This is an optimization exercise on Yosys and OpenROAD, whose aim is small area and a short achievable clock period, not a production implementation. Function was checked by simulation only, so behaviour that the tests miss may differ from the original. Power and IR drop assume default switching activity.

## MIPS
module MIPS(
	input cclk,
	input reset,
	input [31:0] imem_data,
	output [31:0] imem_addr,
	output [31:0] result
    );
For scale: ~6,900 cells after synthesis, ~2,400 flip-flops, roughly 98,000 sq um of cells after synthesis.
==> flow/config.mk <==
export PLATFORM = sky130hd
export DESIGN_NAME = MIPS
export DESIGN_NICKNAME = MIPS
export VERILOG_FILES = /design/flow/design.v
export SDC_FILE = /design/flow/constraint.sdc
export NUM_CORES = 8
export LEC_CHECK = 0
export CAP_MARGIN = 20
export CELL_PAD_IN_SITES_DETAIL_PLACEMENT = 1
export CORE_MARGIN = 2
export CORE_UTILIZATION = 40
export CTS_CLUSTER_DIAMETER = 80
export CTS_CLUSTER_SIZE = 30
export PLACE_DENSITY = 0.55
export SLEW_MARGIN = 20
export TNS_END_PERCENT = 30
==> flow/constraint.sdc <==
create_clock -name core_clock -period 12.0 [get_ports {cclk}]
set_input_delay 2.4000 -clock core_clock [delete_from_list [all_inputs] [get_ports {cclk}]]
set_output_delay 2.4000 -clock core_clock [all_outputs]
set_load 0.01 [all_outputs]
standard.sh (not shown) runs the stock make flow with config.mk's settings and CLKGATE_MAP_FILE= SYNTH_SCRIPT=/design/flow/synth_recipe.tcl, a recipe that flattens the netlist after the stock synthesis.
==> flow/flow/run.sh <==
#!/bin/bash
# Own flow: the standard layout (standard.sh, with its unchanged synthesis),
# with two changes to how the layout is made:
#  - the resizer's setup repair aims at a slack margin below the clock period,
#    so that it works on paths well inside the period instead of stopping at it;
#  - the port buffers are plain buffers (buf_4) rather than the delay cell
#    buffer_ports picks by default.
# Each step's full output is in synth.log / layout.log here and in ORFS's own
# per-step logs under orfs/logs.
set -euo pipefail
MARGIN=8
bash standard.sh synth > synth.log 2>&1
bash standard.sh SETUP_SLACK_MARGIN=$MARGIN "BUFFER_PORTS_ARGS=-buffer_cell sky130_fd_sc_hd__buf_4" finish > layout.log 2>&1
Edit:
Settings changed: CORE_UTILIZATION 40 to 35, CTS_CLUSTER_SIZE 30 to 28, PLACE_DENSITY 0.55 to 0.45, TNS_END_PERCENT 30 to not set.
The new run ran to the end with no violations.
Cell area rose by 1.0%.
Area after synthesis does not change.
Global-route usage fell by 2.8 points.
Non-clock buffer count rose by 24.
Core utilization fell by 5.5 points.
Critical path depth rose by 13.
Clock-buffer cell count rose by 20.

== run A ==
MIPS again, from the RTL that the note above started with.
clock: 12.0 ns
lec_check: 0
cap_margin: 20
cell_pad_in_sites_detail_placement: 1
core_margin: 2
core_utilization: 40
cts_cluster_diameter: 80
cts_cluster_size: 30
place_density: 0.55
slew_margin: 20
Scripts as last shown in full above: flow/flow/run.sh
diff inputs: run A => run B
# run A
export LEC_CHECK = 0
export CAP_MARGIN = 20
export CELL_PAD_IN_SITES_DETAIL_PLACEMENT = 1
export CORE_MARGIN = 2
export CORE_UTILIZATION = 40
export CTS_CLUSTER_DIAMETER = 80
export CTS_CLUSTER_SIZE = 30
export PLACE_DENSITY = 0.55
export SLEW_MARGIN = 20
create_clock -name core_clock -period 12.0 [get_ports {cclk}]
# run B
export LEC_CHECK = 0
export CAP_MARGIN = 20
export CELL_PAD_IN_SITES_DETAIL_PLACEMENT = 1
export CORE_MARGIN = 2
export CORE_UTILIZATION = 40
export CTS_CLUSTER_DIAMETER = 75
export CTS_CLUSTER_SIZE = 28
export PLACE_DENSITY = 0.55
export SLEW_MARGIN = 20
create_clock -name core_clock -period 12.0 [get_ports {cclk}]
## What came out
Going from run A to run B, proportion of power drawn by flip-flops and latches decreased by 0.9 points relative to the old numbers; worst hold slack now sits at about the same level. From run A to run B the numbers moved as follows: logic depth of the worst setup path including buffers picked up an extra 7; overall via count from detail_route picked up an extra 295. Comparing run A with run B, the cell area came out essentially unchanged. Run B: flow completed, timing, DRC and antenna clean.
For run C, these inputs were changed with respect to run B:
# run B
export LEC_CHECK = 0
export CAP_MARGIN = 20
export CELL_PAD_IN_SITES_DETAIL_PLACEMENT = 1
export CORE_MARGIN = 2
export CORE_UTILIZATION = 40
export CTS_CLUSTER_DIAMETER = 75
export CTS_CLUSTER_SIZE = 28
export PLACE_DENSITY = 0.55
export SLEW_MARGIN = 20
create_clock -name core_clock -period 12.0 [get_ports {cclk}]
# run C
export LEC_CHECK = 0
export CAP_MARGIN = 20
export CELL_PAD_IN_SITES_DETAIL_PLACEMENT = 1
export CORE_MARGIN = 2
export CORE_UTILIZATION = 45
export CTS_CLUSTER_DIAMETER = 75
export CTS_CLUSTER_SIZE = 28
export PLACE_DENSITY = 0.62
export SLEW_MARGIN = 20
create_clock -name core_clock -period 12.0 [get_ports {cclk}]
### Flow results
- Compared with run B, placement density in the core of run C is higher.
- [compare] base=run B new=run C: portion of total power attributed to the clock network dropped 0.8 points; fraction of the cycle the final worst path needs climbed 0.97 points; average wire length per cell after detail routing dropped 1.6%; clock power dropped about 6%; number of iterations in the first detailed-routing pass dropped 3.
- Diff run B -> run C | number of vias after detailed routing | up slightly
- Total die area, run B and run C: larger value in run B
- In the tables for run B and run C, first-pass GRT wire length reads higher with run B.
- Wire length: run C vs run B down about 5%
- Relative area change from synthesis to final layout in run C is 1.1 points below run B.

## static timing again, ports no longer ideal
How much do the figures lean on ideal ports? The routed layouts below were timed once more, with nothing changed but the port constraints.
Step 1 assumes that a clkbuf_16 drives the clock port and a buf_2 every other input.
Step 2 moves the port delays by t, midway between the first and last clock arrival at a register: inputs arrive t later, outputs are due t later. That takes back most of the time a late clock gives input paths.
a / b / c = no drivers / after step 1 / after step 2; a / b = the first two.
| run | t, ns | setup slack, ns | cell pins on the clock port's net |
|---|---|---|---|
| the first run of note 1 | 0.950 | 7.711 / 7.612 / 6.837 | 1 |
| the second run of note 1 | 0.963 | 7.840 / 7.840 / 7.023 | 1 |
| run A | 0.959 | 7.884 / 7.885 / 7.008 | 1 |
| run B | 0.964 | 7.812 / 7.812 / 7.020 | 1 |
| run C | 0.948 | 7.696 / 7.696 / 6.964 | 1 |
After both steps setup and hold are still met in every run listed. The setup slack of run A, which loses most, moves by +0.001 ns with the drivers and by -0.876 ns with both steps.
